This is an optimization exercise on Yosys and OpenROAD, whose aim is small area, not a production implementation.
The RTL was checked by simulation tests, not by an equivalence proof against the original design.
The flow treats the clock pin as an ideal source, which a real chip does not have.
Power and IR drop assume default switching activity.

==> flow/design.v <==
`timescale 1ns / 1ps
module adc_12bit #(
    parameter ADC_BITS = 12,
    parameter V_REF_MV = 2500,
    parameter CONV_CYCLES = 12
)(
    input  wire                    clk,
    input  wire                    rst_n,
    input  wire signed [15:0]      analog_in_mv,
    input  wire                    start_conv,
    output reg  signed [ADC_BITS-1:0] digital_out,
    output reg                        valid_out,
    output reg                        busy
);
    reg [4:0]  cnt;
    reg [9:0]  rem;     
    reg [11:0] quo;     
    wire signed [15:0] v = analog_in_mv;
    wire pos_ovf = (v > 16'sd2500);
    wire neg_ovf = (v < -16'sd2500);
    wire neg     = v[15];
    wire [12:0] w = pos_ovf ? 13'd2499 :
                    neg_ovf ? 13'd2501 :
                    neg     ? (v[12:0] + 13'd5001) : v[12:0];
    wire [10:0] t  = {rem, quo[11]};
    wire [10:0] d  = t - 11'd625;
    wire        ge = ~d[10];
    wire load    = ~cnt[0] & ~cnt[1] & ~cnt[2];    
    wire quant   = ~cnt[1] &  cnt[2] &  cnt[4];    
    wire last    = ~cnt[0] & ~cnt[2] &  cnt[3];    
    always @(posedge clk) begin
        cnt <= busy ? {cnt[3:0], ~(cnt[4] ^ cnt[1])} : 5'd0;
        if (load) begin
            rem <= {2'b00, w[12:5]};
            quo <= {w[4:0], 2'b00, neg, neg, neg, 2'b00};
        end else begin
            rem <= ge ? d[9:0] : t[9:0];
            quo <= {quo[10:0], ge};
        end
    end
    always @(posedge clk or negedge rst_n) begin
        if (!rst_n) begin
            digital_out <= {ADC_BITS{1'b0}};
            valid_out   <= 1'b0;
            busy        <= 1'b0;
        end else begin
            valid_out <= busy & last;
            busy      <= busy ? ~last : start_conv;
            if (busy & quant)
                digital_out <= quo;
        end
    end
endmodule
==> flow/config.mk <==
export PLATFORM = sky130hd
export DESIGN_NAME = adc_12bit
export DESIGN_NICKNAME = adc_12bit
export VERILOG_FILES = /design/flow/design.v
export SDC_FILE = /design/flow/constraint.sdc
export NUM_CORES = 4
export LEC_CHECK = 0
export CAP_MARGIN = 20
export CORE_MARGIN = 2
export CORE_UTILIZATION = 72
export SLEW_MARGIN = 20
==> flow/constraint.sdc <==
create_clock -name core_clock -period 20.0 [get_ports {clk}]
set_input_delay 4.0000 -clock core_clock [delete_from_list [all_inputs] [get_ports {clk}]]
set_output_delay 4.0000 -clock core_clock [all_outputs]
set_load 0.01 [all_outputs]
standard.sh (not shown) runs the stock make flow with config.mk's settings and CLKGATE_MAP_FILE= SYNTH_SCRIPT=/design/flow/synth_recipe.tcl, a recipe that flattens the netlist after the stock synthesis.
==> flow/flow/run.sh <==
#!/bin/bash
set -euo pipefail
W=$(pwd)
F=$W/flow
cp standard.sh standard.sh.orig
# synthesis script: the standard flow's, with the ABC override sourced first
awk -v ov="$F/abc_override.tcl" 'NR==1{print; print "source " ov; next} {print}' synth_recipe.tcl > my_synth.tcl
sed "s#$W/synth_recipe.tcl#$W/my_synth.tcl#g" standard.sh > my_standard.sh
export MY_ABC_SCRIPT=$F/area.abc
export BUFFER_PORTS_ARGS="-buffer_cell sky130_fd_sc_hd__buf_1"
export CTS_ARGS="-sink_clustering_enable -repair_clock_nets -dont_use_dummy_load -buf_list sky130_fd_sc_hd__clkbuf_8 -sink_clustering_size 50 -sink_clustering_max_diameter 200"
bash my_standard.sh > make_flow.log 2>&1
==> flow/flow/abc_override.tcl <==
# Map the combinational logic with an area-oriented ABC script (flow/area.abc)
# instead of ORFS's speed script. Flip-flops are mapped before ABC runs, so the
# registers are the standard synthesis's.
proc abc {args} {
  set i [lsearch -exact $args -script]
  if {$i >= 0 && [info exists ::env(MY_ABC_SCRIPT)]} {
    lset args [expr {$i + 1}] $::env(MY_ABC_SCRIPT)
  }
  yosys abc {*}$args
}
==> flow/flow/area.abc <==
&get -n
&st
&syn2
&dch -f
&nf -R 1000 -p
&st
&syn2
&dch -f
&nf -R 1000 -p
&put
The first run produced a clean layout.
Change:
==> flow/run.sh (new file) <==
#!/bin/bash
# synth_recipe.tcl (not shown) runs the flow's synth.tcl, then flattens the netlist and writes it again
# the make line also repeats each setting of config.mk as NAME=value (left out here)
make -C /OpenROAD-flow-scripts/flow DESIGN_CONFIG=/design/flow/config.mk WORK_HOME=/design/flow/orfs CLKGATE_MAP_FILE= SYNTH_SCRIPT=/design/flow/synth_recipe.tcl finish
--- a/flow/config.mk
+++ b/flow/config.mk
@@ -10 +10,4 @@
-export CORE_UTILIZATION = 72
+export CORE_UTILIZATION = 80
+export CTS_BUF_LIST = sky130_fd_sc_hd__clkbuf_8
+export CTS_CLUSTER_DIAMETER = 100
+export CTS_CLUSTER_SIZE = 50
removed: flow/flow/run.sh
removed: flow/flow/abc_override.tcl
removed: flow/flow/area.abc
removed: flow/standard.sh
Outcome: The changed run aborted during global placement (GPL-0301); synthesized cell count goes up by about 6.5%; area after synthesis rose by about 7.5%.
Change:
--- a/flow/config.mk
+++ b/flow/config.mk
@@ -10,4 +10,2 @@
-export CORE_UTILIZATION = 80
-export CTS_BUF_LIST = sky130_fd_sc_hd__clkbuf_8
-export CTS_CLUSTER_DIAMETER = 100
-export CTS_CLUSTER_SIZE = 50
+export CORE_UTILIZATION = 70
+export CTS_BUF_LIST = sky130_fd_sc_hd__clkbuf_4
Outcome: The changed run produced a clean layout; synthesized area is unchanged; synthesized cell count is unchanged.

## job 101
RTL: the design.v shown in full above, as it stands there.
clock: 20.0 ns
lec_check: 0
cap_margin: 20
core_area: 2 2 60 60
die_area: 0 0 62 62
slew_margin: 20
==> flow/flow/run.sh <==
#!/bin/bash
# Own layout flow: the standard ORFS flow with three changes:
#  - synthesis maps logic with an area-oriented ABC script (flow/area.abc),
#  - port buffers are sky130_fd_sc_hd__buf_1 (one per input/output port, as usual),
#  - the clock tree uses clkbuf_4 buffers and no dummy loads.
set -euo pipefail
W=$(pwd)
F=$W/flow
cp standard.sh standard.sh.orig
# synthesis script: the standard flow's, with the ABC override sourced first
awk -v ov="$F/abc_override.tcl" 'NR==1{print; print "source " ov; next} {print}' synth_recipe.tcl > my_synth.tcl
sed "s#$W/synth_recipe.tcl#$W/my_synth.tcl#g" standard.sh > my_standard.sh
export MY_ABC_SCRIPT=$F/area.abc
export BUFFER_PORTS_ARGS="-buffer_cell sky130_fd_sc_hd__buf_1"
export CTS_ARGS="-sink_clustering_enable -repair_clock_nets -dont_use_dummy_load -buf_list sky130_fd_sc_hd__clkbuf_4"
bash my_standard.sh > make_flow.log 2>&1
==> flow/flow/abc_override.tcl <==
# Map the combinational logic with an area-oriented ABC script (flow/area.abc)
# instead of ORFS's speed script. Flip-flops are mapped before ABC runs, so the
# registers are the standard synthesis's.
proc abc {args} {
  set i [lsearch -exact $args -script]
  if {$i >= 0 && [info exists ::env(MY_ABC_SCRIPT)]} {
    lset args [expr {$i + 1}] $::env(MY_ABC_SCRIPT)
  }
  yosys abc {*}$args
}
==> flow/flow/area.abc <==
&get -n
&st
&syn2
&dch -f
&nf -R 1000 -p
&st
&syn2
&dch -f
&nf -R 1000 -p
&put
Job 101 went all the way through synthesis, placement and routing and the layout is clean on timing, DRC and antenna.
Input-level comparison between job 102 and job 101:
# job 101
export LEC_CHECK = 0
export CAP_MARGIN = 20
export CORE_AREA = 2 2 60 60
export DIE_AREA = 0 0 62 62
export SLEW_MARGIN = 20
create_clock -name core_clock -period 20.0 [get_ports {clk}]
# job 102
export LEC_CHECK = 0
export CAP_MARGIN = 20
export CORE_MARGIN = 2
export CORE_UTILIZATION = 85
export SLEW_MARGIN = 20
create_clock -name core_clock -period 20.0 [get_ports {clk}]
==> flow/flow/run.sh <==
#!/bin/bash
set -euo pipefail
W=$(pwd)
F=$W/flow
cp standard.sh standard.sh.orig
# synthesis script: the standard flow's, with the ABC override sourced first
awk -v ov="$F/abc_override.tcl" 'NR==1{print; print "source " ov; next} {print}' synth_recipe.tcl > my_synth.tcl
sed "s#$W/synth_recipe.tcl#$W/my_synth.tcl#g" standard.sh > my_standard.sh
export MY_ABC_SCRIPT=$F/area.abc
export BUFFER_PORTS_ARGS="-buffer_cell sky130_fd_sc_hd__buf_1"
export CTS_ARGS="-sink_clustering_enable -repair_clock_nets -dont_use_dummy_load -buf_list sky130_fd_sc_hd__clkbuf_8 -sink_clustering_size 50 -sink_clustering_max_diameter 200"
bash my_standard.sh > make_flow.log 2>&1
### Flow results
Reported for job 101 and job 102, fraction of registers with async set/reset turned out identical to the last digit. Cmp job 101 and job 102 / row count / higher: job 101. Initial core utilization: job 102 > job 101. Job 102 against job 101: height of the chip now sits lower, width of the chip now sits lower, I/O pin count now sits at about the same level. Job 102 terminated abnormally: 3_3_place_gp reported GPL-0301.

Another version of the RTL of adc_12bit (not shown whole).
For scale: ~170 cells after synthesis, about 40 flip-flops.
export LEC_CHECK = 0
export CAP_MARGIN = 20
export CORE_AREA = 2 2 60 60
export DIE_AREA = 0 0 62 62
export PLACE_DENSITY = 0.85
export SLEW_MARGIN = 20
create_clock -name core_clock -period 20.0 [get_ports {clk}]
==> flow/flow/run.sh <==
#!/bin/bash
# Own layout flow: the standard ORFS flow with these changes:
#  - synthesis maps the logic with area-oriented ABC scripts (flow/abc_*.abc):
#    each is tried (synthesis only) and the one giving the smallest
#    synthesized area is used for the layout,
#  - port buffers are sky130_fd_sc_hd__buf_1 (one per input/output port, as usual),
#  - synthesis leaves adders to ABC (no ORFS adder cell mapping),
#  - the clock tree uses clkbuf_4 buffers and no dummy loads; after CTS a clock
#    buffer whose sinks see a slow edge is swapped for the next size up
#    (flow/post_cts.tcl).
set -euo pipefail
W=$(pwd)
F=$W/flow
# synthesis script: the standard flow's, with the ABC override sourced first
awk -v ov="$F/abc_override.tcl" 'NR==1{print; print "source " ov; next} {print}' synth_recipe.tcl > my_synth.tcl
sed "s#$W/synth_recipe.tcl#$W/my_synth.tcl#g" standard.sh > my_standard.sh
export BUFFER_PORTS_ARGS="-buffer_cell sky130_fd_sc_hd__buf_1"
export ADDER_MAP_FILE=
export POST_CTS_TCL=$F/post_cts.tcl
export CLK_SLEW_UPSIZE_NS=0.115
export CTS_ARGS="-sink_clustering_enable -repair_clock_nets -dont_use_dummy_load -buf_list sky130_fd_sc_hd__clkbuf_4"

# try each ABC script, synthesis only, each in an ORFS work folder of its own
names=()
for s in "$F"/abc_*.abc; do
  n=$(basename "$s" .abc)
  names+=("$n")
  sed "s#WORK_HOME=$W/orfs #WORK_HOME=$W/try_$n #" my_standard.sh > "try_$n.sh"
  (MY_ABC_SCRIPT="$s" bash "try_$n.sh" synth > "try_$n.log" 2>&1 || true) &
done
wait
best=""
best_area=""
for n in "${names[@]}"; do
  f=$(ls "$W"/try_"$n"/reports/*/adc_12bit/base/synth_stat.txt 2>/dev/null | head -1 || true)
  [[ -n "$f" ]] || continue
  a=$(awk '/Chip area/ {print $NF}' "$f" | tail -1)
  echo "$n $a" >> synth_tries.txt
  if [[ -z "$best" ]] || awk -v a="$a" -v b="$best_area" 'BEGIN{exit !(a < b)}'; then
    best=$n
    best_area=$a
  fi
done
echo "chosen: $best $best_area" >> synth_tries.txt
export MY_ABC_SCRIPT=$F/$best.abc
bash my_standard.sh > make_flow.log 2>&1
==> flow/flow/post_cts.tcl <==
estimate_parasitics -placement
set db_ [ord::get_db]
set swapped 0
foreach inst [[ord::get_db_block] getInsts] {
  set m [[$inst getMaster] getName]
  if {![regexp {^sky130_fd_sc_hd__clkbuf_([0-9]+)$} $m -> size]} { continue }
  if {$size >= 16} { continue }
  set worst 0.0
  set onet [[$inst findITerm X] getNet]
  if {$onet eq "NULL"} { continue }
  foreach it [$onet getITerms] {
    if {[$it isOutputSignal]} { continue }
    set pin [get_pins -quiet "[[$it getInst] getName]/[[$it getMTerm] getName]"]
    if {$pin eq ""} { continue }
    set s [get_property $pin slew_max]
    if {$s > $worst} { set worst $s }
  }
  if {$worst > $::env(CLK_SLEW_UPSIZE_NS)} {
    set new sky130_fd_sc_hd__clkbuf_[expr {$size * 2}]
    puts "post_cts: [$inst getName] $m -> $new (sink slew [format %.4f $worst] ns)"
    $inst swapMaster [$db_ findMaster $new]
    incr swapped
  }
}
if {$swapped} {
  detailed_placement
  check_placement -verbose
  estimate_parasitics -placement
}
Scripts as last shown in full above: flow/flow/abc_override.tcl
Other scripts of this flow, unchanged in this note and not shown: flow/flow/abc_a.abc, flow/flow/abc_b.abc, flow/flow/abc_c.abc
The baseline finished with timing, DRC and antenna clean.
Then changed:
--- a/flow/flow/run.sh
+++ b/flow/flow/run.sh
@@ -5,8 +5,5 @@
 #    synthesized area is used for the layout,
 #  - port buffers are sky130_fd_sc_hd__buf_1 (one per input/output port, as usual),
-#  - synthesis leaves adders to ABC (no ORFS adder cell mapping),
-#  - the clock tree uses clkbuf_4 buffers and no dummy loads; after CTS a clock
-#    buffer whose sinks see a slow edge is swapped for the next size up
-#    (flow/post_cts.tcl).
+#  - the clock tree uses clkbuf_4 buffers and no dummy loads.
 set -euo pipefail
 W=$(pwd)
@@ -16,7 +13,4 @@
 sed "s#$W/synth_recipe.tcl#$W/my_synth.tcl#g" standard.sh > my_standard.sh
 export BUFFER_PORTS_ARGS="-buffer_cell sky130_fd_sc_hd__buf_1"
-export ADDER_MAP_FILE=
-export POST_CTS_TCL=$F/post_cts.tcl
-export CLK_SLEW_UPSIZE_NS=0.115
 export CTS_ARGS="-sink_clustering_enable -repair_clock_nets -dont_use_dummy_load -buf_list sky130_fd_sc_hd__clkbuf_4"
 
removed: flow/flow/post_cts.tcl
Effect: The changed run ran to the end with no violations. Critical path depth decreases by 2. Total power increases by a few percent. Final area increases by a few percent. Fmax increases by roughly a tenth. Core utilization increases by 1.6 points.

## separate check: timing with driven ports
No port has a modelled driver above. Below, the same layouts with a new extraction and two added sets of constraints.
Step 1 (the two cells are an assumption about what drives the block):
set clk [get_ports {clk}]
set_driving_cell -lib_cell sky130_fd_sc_hd__clkbuf_16 $clk
set_driving_cell -lib_cell sky130_fd_sc_hd__buf_2 [delete_from_list [all_inputs] $clk]
Step 2 times the ports against the registers' clock, not the clock port: input delays grow and output delays shrink by t, the midpoint of the rising clock arrivals with the driver on.
Three values: ideal, step 1, step 2; two values: the first two.
run | t, ns | setup WS [ns] | hold slack, ns | worst data-port slew with drivers (ns)
the first run of note 1 | 0.308 | 14.669 / 14.674 / 14.366 | 0.455 / 0.455 / 0.455 | 0.03
the third run of note 1 | 0.370 | 14.118 / 14.121 / 13.751 | 0.469 / 0.469 / 0.469 | 0.03
job 101 | 0.357 | 14.766 / 14.771 / 14.413 | 0.438 / 0.438 / 0.438 | 0.03
the first run of note 3 | 0.355 | 13.935 / 13.940 / 13.586 | 0.457 / 0.457 / 0.457 | 0.04
the second run of note 3 | 0.361 | 14.480 / 14.478 / 14.117 | 0.461 / 0.461 / 0.461 | 0.04
After both steps setup and hold are still met in every run listed. The setup slack of the third run of note 1, which loses most, moves by +0.003 ns with the drivers and by -0.367 ns with both steps.
